Background: an optimization exercise with open tools, aiming at small area. Do not read the settings as production practice.
In this exercise RTL edits were held to simulation tests only and were not proved equivalent to the original.
Power figures rest on the tool's default switching activity, not on a simulated workload.

run 1:
==> module hdr_lane, before the edit <==
module hdr_lane #(parameter [1:0] IR = 2'd0) (
    input  wire       clk,
    input  wire       rst,
    input  wire       tick,
    input  wire       btn,
    output reg  [8:0] yc,
    output wire [2:0] code
    );
    reg       mtb, dir;
    reg [1:0] cs, rs;
    wire restart = rst | mtb | btn;
    wire ge   = yc[8] & yc[7] & yc[6] & (yc[4] | (yc[3] & yc[2]));    
    wire run  = ~restart & ~ge;
    wire mv   = run & tick;
    wire [2:0] sp = {1'b0, cs} + 3'd3;
    wire [5:0] dl = ~mv ? 6'd0 : dir ? {3'b000, sp} : 6'b111111;
    wire [6:0] lo = {1'b0, yc[5:0]} + {1'b0, dl};
    wire [2:0] hi = yc[8:6] + {2'b0, lo[6] & dir};
    always @(posedge clk) begin
        yc  <= restart ? 9'd50 : {hi, lo[5:0]};
        mtb <= ~restart & ge;
        if (restart) cs <= rs;
        rs  <= rst ? IR : run ? rs + 2'd1 : rs;
        dir <= ~rst & (dir | (run & (yc[5:0] == 6'd15)));
    end
    wire c1 = (yc >= 9'd321);
    wire c3 = (yc >= 9'd351) && (yc <= 9'd449);
    wire c5 = (yc >= 9'd391) && (yc <= 9'd409);
    assign code = {c5, c3 & ~c5, c1};
endmodule
==> module hdr_acc, before the edit <==
module hdr_acc (
    input  wire       clk,
    input  wire       rst,
    input  wire [4:0] h,
    output reg  [3:0] d5, d4, d3, d2, d1,
    output reg  [2:0] d0h
    );
    reg m;
    wire [4:0] s2 = {1'b0, d2} + h;                          
    wire ge20 = s2[4] & (s2[3] | s2[2]);
    wire ge10 = s2[4] | (s2[3] & (s2[2] | s2[1]));
    wire [3:0] u2 = s2[3:0] + (ge20 ? 4'd12 : ge10 ? 4'd6 : 4'd0);    
    wire [1:0] c2 = {ge20, ge10 & ~ge20};
    wire [4:0] s3 = {1'b0, d3} + {3'b0, c2};                 
    wire c3 = s3[3] & (s3[2] | s3[1]);
    wire [3:0] u3 = c3 ? {3'b000, s3[0]} : s3[3:0];
    wire c4i = c3 & (d4 == 4'd9);
    wire [3:0] u4 = c4i ? 4'd0 : d4 + {3'b0, c3};
    wire c5i = c4i & (d5 == 4'd9);
    wire [3:0] u5 = c5i ? 4'd0 : d5 + {3'b0, c4i};
    wire um = m | c5i;
    wire b = ~(d1[3] | (d1[2] & d1[1] & d1[0] & d0h[1] & d0h[0]));    
    wire u45 = u4[2] & u4[0];
    wire nb  = ~b;
    wire u2ge = u2[3] | (u2[2] & (u2[1] | (u2[0] & nb)));
    wire wrap = um & (u45 | (u4[2] & u3[3] & (u3[0] | u2ge)));
    wire [1:0] k = u45 ? 2'd2 : {1'b0, u3[0]};
    wire [4:0] w = {k, 3'b000} + {1'b0, k, 1'b0} + {1'b0, u2} - 5'd5 - {4'b0, b};   
    wire [3:0] w2 = (w >= 5'd20) ? w - 5'd20 : (w >= 5'd10) ? w - 5'd10 : w;
    wire [1:0] w3 = (w >= 5'd20) ? 2'd2 : (w >= 5'd10) ? 2'd1 : 2'd0;
    wire [2:0] l0s = d0h + 3'd2;                 
    wire l0c = (l0s >= 3'd5);
    wire [2:0] l0 = l0c ? l0s - 3'd5 : l0s;
    wire [3:0] l1s = d1 + 4'd2 + {3'b0, l0c};
    wire [3:0] l1 = (l1s >= 4'd10) ? l1s - 4'd10 : l1s;
    always @(posedge clk) begin
        if (rst) begin
            m <= 1'b0; d5 <= 4'd0; d4 <= 4'd0; d3 <= 4'd0; d2 <= 4'd0; d1 <= 4'd0; d0h <= 3'd0;
        end else if (wrap) begin
            m <= 1'b0; d5 <= 4'd0; d4 <= 4'd0; d3 <= {2'b0, w3}; d2 <= w2;
            d1 <= l1; d0h <= l0;
        end else begin
            m <= um; d5 <= u5; d4 <= u4; d3 <= u3; d2 <= u2;
        end
    end
endmodule
export LEC_CHECK = 0
export CAP_MARGIN = 20
export CORE_MARGIN = 2
export CORE_UTILIZATION = 60
export CTS_BUF_LIST = sky130_fd_sc_hd__clkbuf_8
export SLEW_MARGIN = 20
create_clock -name core_clock -period 20.0 [get_ports {clk}]
standard.sh (not shown) runs the stock make flow with config.mk's settings and CLKGATE_MAP_FILE= SYNTH_SCRIPT=/design/flow/synth_recipe.tcl, a recipe that flattens the netlist after the stock synthesis.
==> flow/flow/run.sh <==
#!/bin/bash
# Standard layout with two changes in how it is made:
# - the port buffers are the smallest buffer (buf_1) instead of the resizer's default pick;
set -euo pipefail
export BUFFER_PORTS_ARGS="-buffer_cell sky130_fd_sc_hd__buf_1"
bash standard.sh > standard_make.log 2>&1
What run 2 does differently from run 1 at the input level:
==> flow/design.v, changed modules only <==
module hdr_lane #(parameter [1:0] IR = 2'd0) (
    input  wire       clk,
    input  wire       rst,
    input  wire       tick,
    input  wire       btn,
    output reg  [8:0] yc,
    output wire [2:0] code
    );
    reg       dir;
    reg [1:0] cs, rs;
    wire ge   = yc[8] & yc[7] & yc[6] & (yc[4] | (yc[3] & yc[2]));    
    wire mtb  = ge & ~dir;
    wire restart = rst | mtb | btn;
    wire run  = ~restart & ~ge;
    wire mv   = run & tick;
    wire [2:0] sp = {1'b0, cs} + 3'd3;
    wire [5:0] dl = ~mv ? 6'd0 : dir ? {3'b000, sp} : 6'b111111;
    wire [6:0] lo = {1'b0, yc[5:0]} + {1'b0, dl};
    wire [2:0] hi = yc[8:6] + {2'b0, lo[6] & dir};
    always @(posedge clk) begin
        yc  <= restart ? 9'd50 : {hi, lo[5:0]};
        if (restart) cs <= rs;
        rs  <= rst ? IR : run ? rs + 2'd1 : rs;
        dir <= ~rst & (restart ? (dir | ge) : ~ge & (dir | (yc[5:0] == 6'd15)));
    end
    wire c1 = (yc >= 9'd321);
    wire c3 = (yc >= 9'd351) && (yc <= 9'd449);
    wire c5 = (yc >= 9'd391) && (yc <= 9'd409);
    assign code = {c5, c3 & ~c5, c1};
endmodule
module hdr_acc (
    input  wire       clk,
    input  wire       rst,
    input  wire [4:0] h,
    output reg  [3:0] d5, d4, d3, d2, d1,
    output reg  [2:0] d0h
    );
    reg m;
    wire [4:0] s2 = {1'b0, d2} + h;                          
    wire ge20 = s2[4] & (s2[3] | s2[2]);
    wire ge10 = s2[4] | (s2[3] & (s2[2] | s2[1]));
    wire [3:0] u2 = s2[3:0] + (ge20 ? 4'd12 : ge10 ? 4'd6 : 4'd0);    
    wire [1:0] c2 = {ge20, ge10 & ~ge20};
    wire [4:0] s3 = {1'b0, d3} + {3'b0, c2};                 
    wire c3 = s3[3] & (s3[2] | s3[1]);
    wire [3:0] u3 = c3 ? {3'b000, s3[0]} : s3[3:0];
    wire c4i = c3 & (d4 == 4'd9);
    wire [3:0] u4 = c4i ? 4'd0 : d4 + {3'b0, c3};
    wire c5i = c4i & (d5 == 4'd9);
    wire [3:0] u5 = c5i ? 4'd0 : d5 + {3'b0, c4i};
    wire um = m | c5i;
    wire b = ~(d1[3] | (d1[2] & d1[1] & d1[0] & d0h[1] & d0h[0]));    
    wire u45 = u4[2] & u4[0];
    wire nb  = ~b;
    wire u2ge = u2[3] | (u2[2] & (u2[1] | (u2[0] & nb)));
    wire wrap = um & (u45 | (u4[2] & u3[3] & (u3[0] | u2ge)));
    wire [3:0] e  = u2 + 4'd5 - {3'b0, b};
    wire [3:0] w2 = u2ge ? e - 4'd10 : e;
    wire [1:0] w3 = {u45 & u2ge, u45 ? ~u2ge : (u3[0] & u2ge)};
    wire [2:0] l0s = d0h + 3'd2;                 
    wire l0c = (l0s >= 3'd5);
    wire [2:0] l0 = l0c ? l0s - 3'd5 : l0s;
    wire [3:0] l1s = d1 + 4'd2 + {3'b0, l0c};
    wire [3:0] l1 = (l1s >= 4'd10) ? l1s - 4'd10 : l1s;
    always @(posedge clk) begin
        if (rst) begin
            m <= 1'b0; d5 <= 4'd0; d4 <= 4'd0; d3 <= 4'd0; d2 <= 4'd0; d1 <= 4'd0; d0h <= 3'd0;
        end else if (wrap) begin
            m <= 1'b0; d5 <= 4'd0; d4 <= 4'd0; d3 <= {2'b0, w3}; d2 <= w2;
            d1 <= l1; d0h <= l0;
        end else begin
            m <= um; d5 <= u5; d4 <= u4; d3 <= u3; d2 <= u2;
        end
    end
endmodule
Notes after the runs:
Between run 1 and run 2, number of non-clock buffers is lower for run 1, run 2 comes in above that.
Run 2 against run 1: sequential share of layout area decreased 1.1 points; first-pass detailed-route iteration total increased 1; synthesized net count essentially unchanged; instance count after placement with tap cells included increased 7; cell-internal power increased 0.0045 mW.
Run 2 reports its launching element of the worst setup path as x[3] while run 1 reports x[6].
The final reports for run 2 and run 1 show transition time at the pin with the least slew margin lower in the former.
Clock group share of total power: higher on run 2

[re-timing with driven ports]
The results above use ideal ports. As a check the final layouts listed here were re-extracted and re-timed, cells and wires unchanged.
Step 1: set_driving_cell puts a clkbuf_16 on clk and a buf_2 on each other input, an assumption about the parent block.
Step 2 adds t to the input delays and takes it off the output delays; t is the mean of the earliest and latest rising clock arrival at the registers after step 1. Input paths then give back, and output paths get back, about the clock's delay inside the block.
a / b / c = no drivers / after step 1 / after step 2; a / b = the first two.
run	t, ns	setup slack, ns	worst setup path at the end
run 1	0.419	12.152 / 12.162 / 11.743	input to register
run 2	0.410	11.543 / 11.552 / 11.142	input to register
After both steps setup and hold are still met in every run listed. For run 1, which loses most, drivers alone change the setup slack by +0.010 ns; drivers and shift together by -0.409 ns.
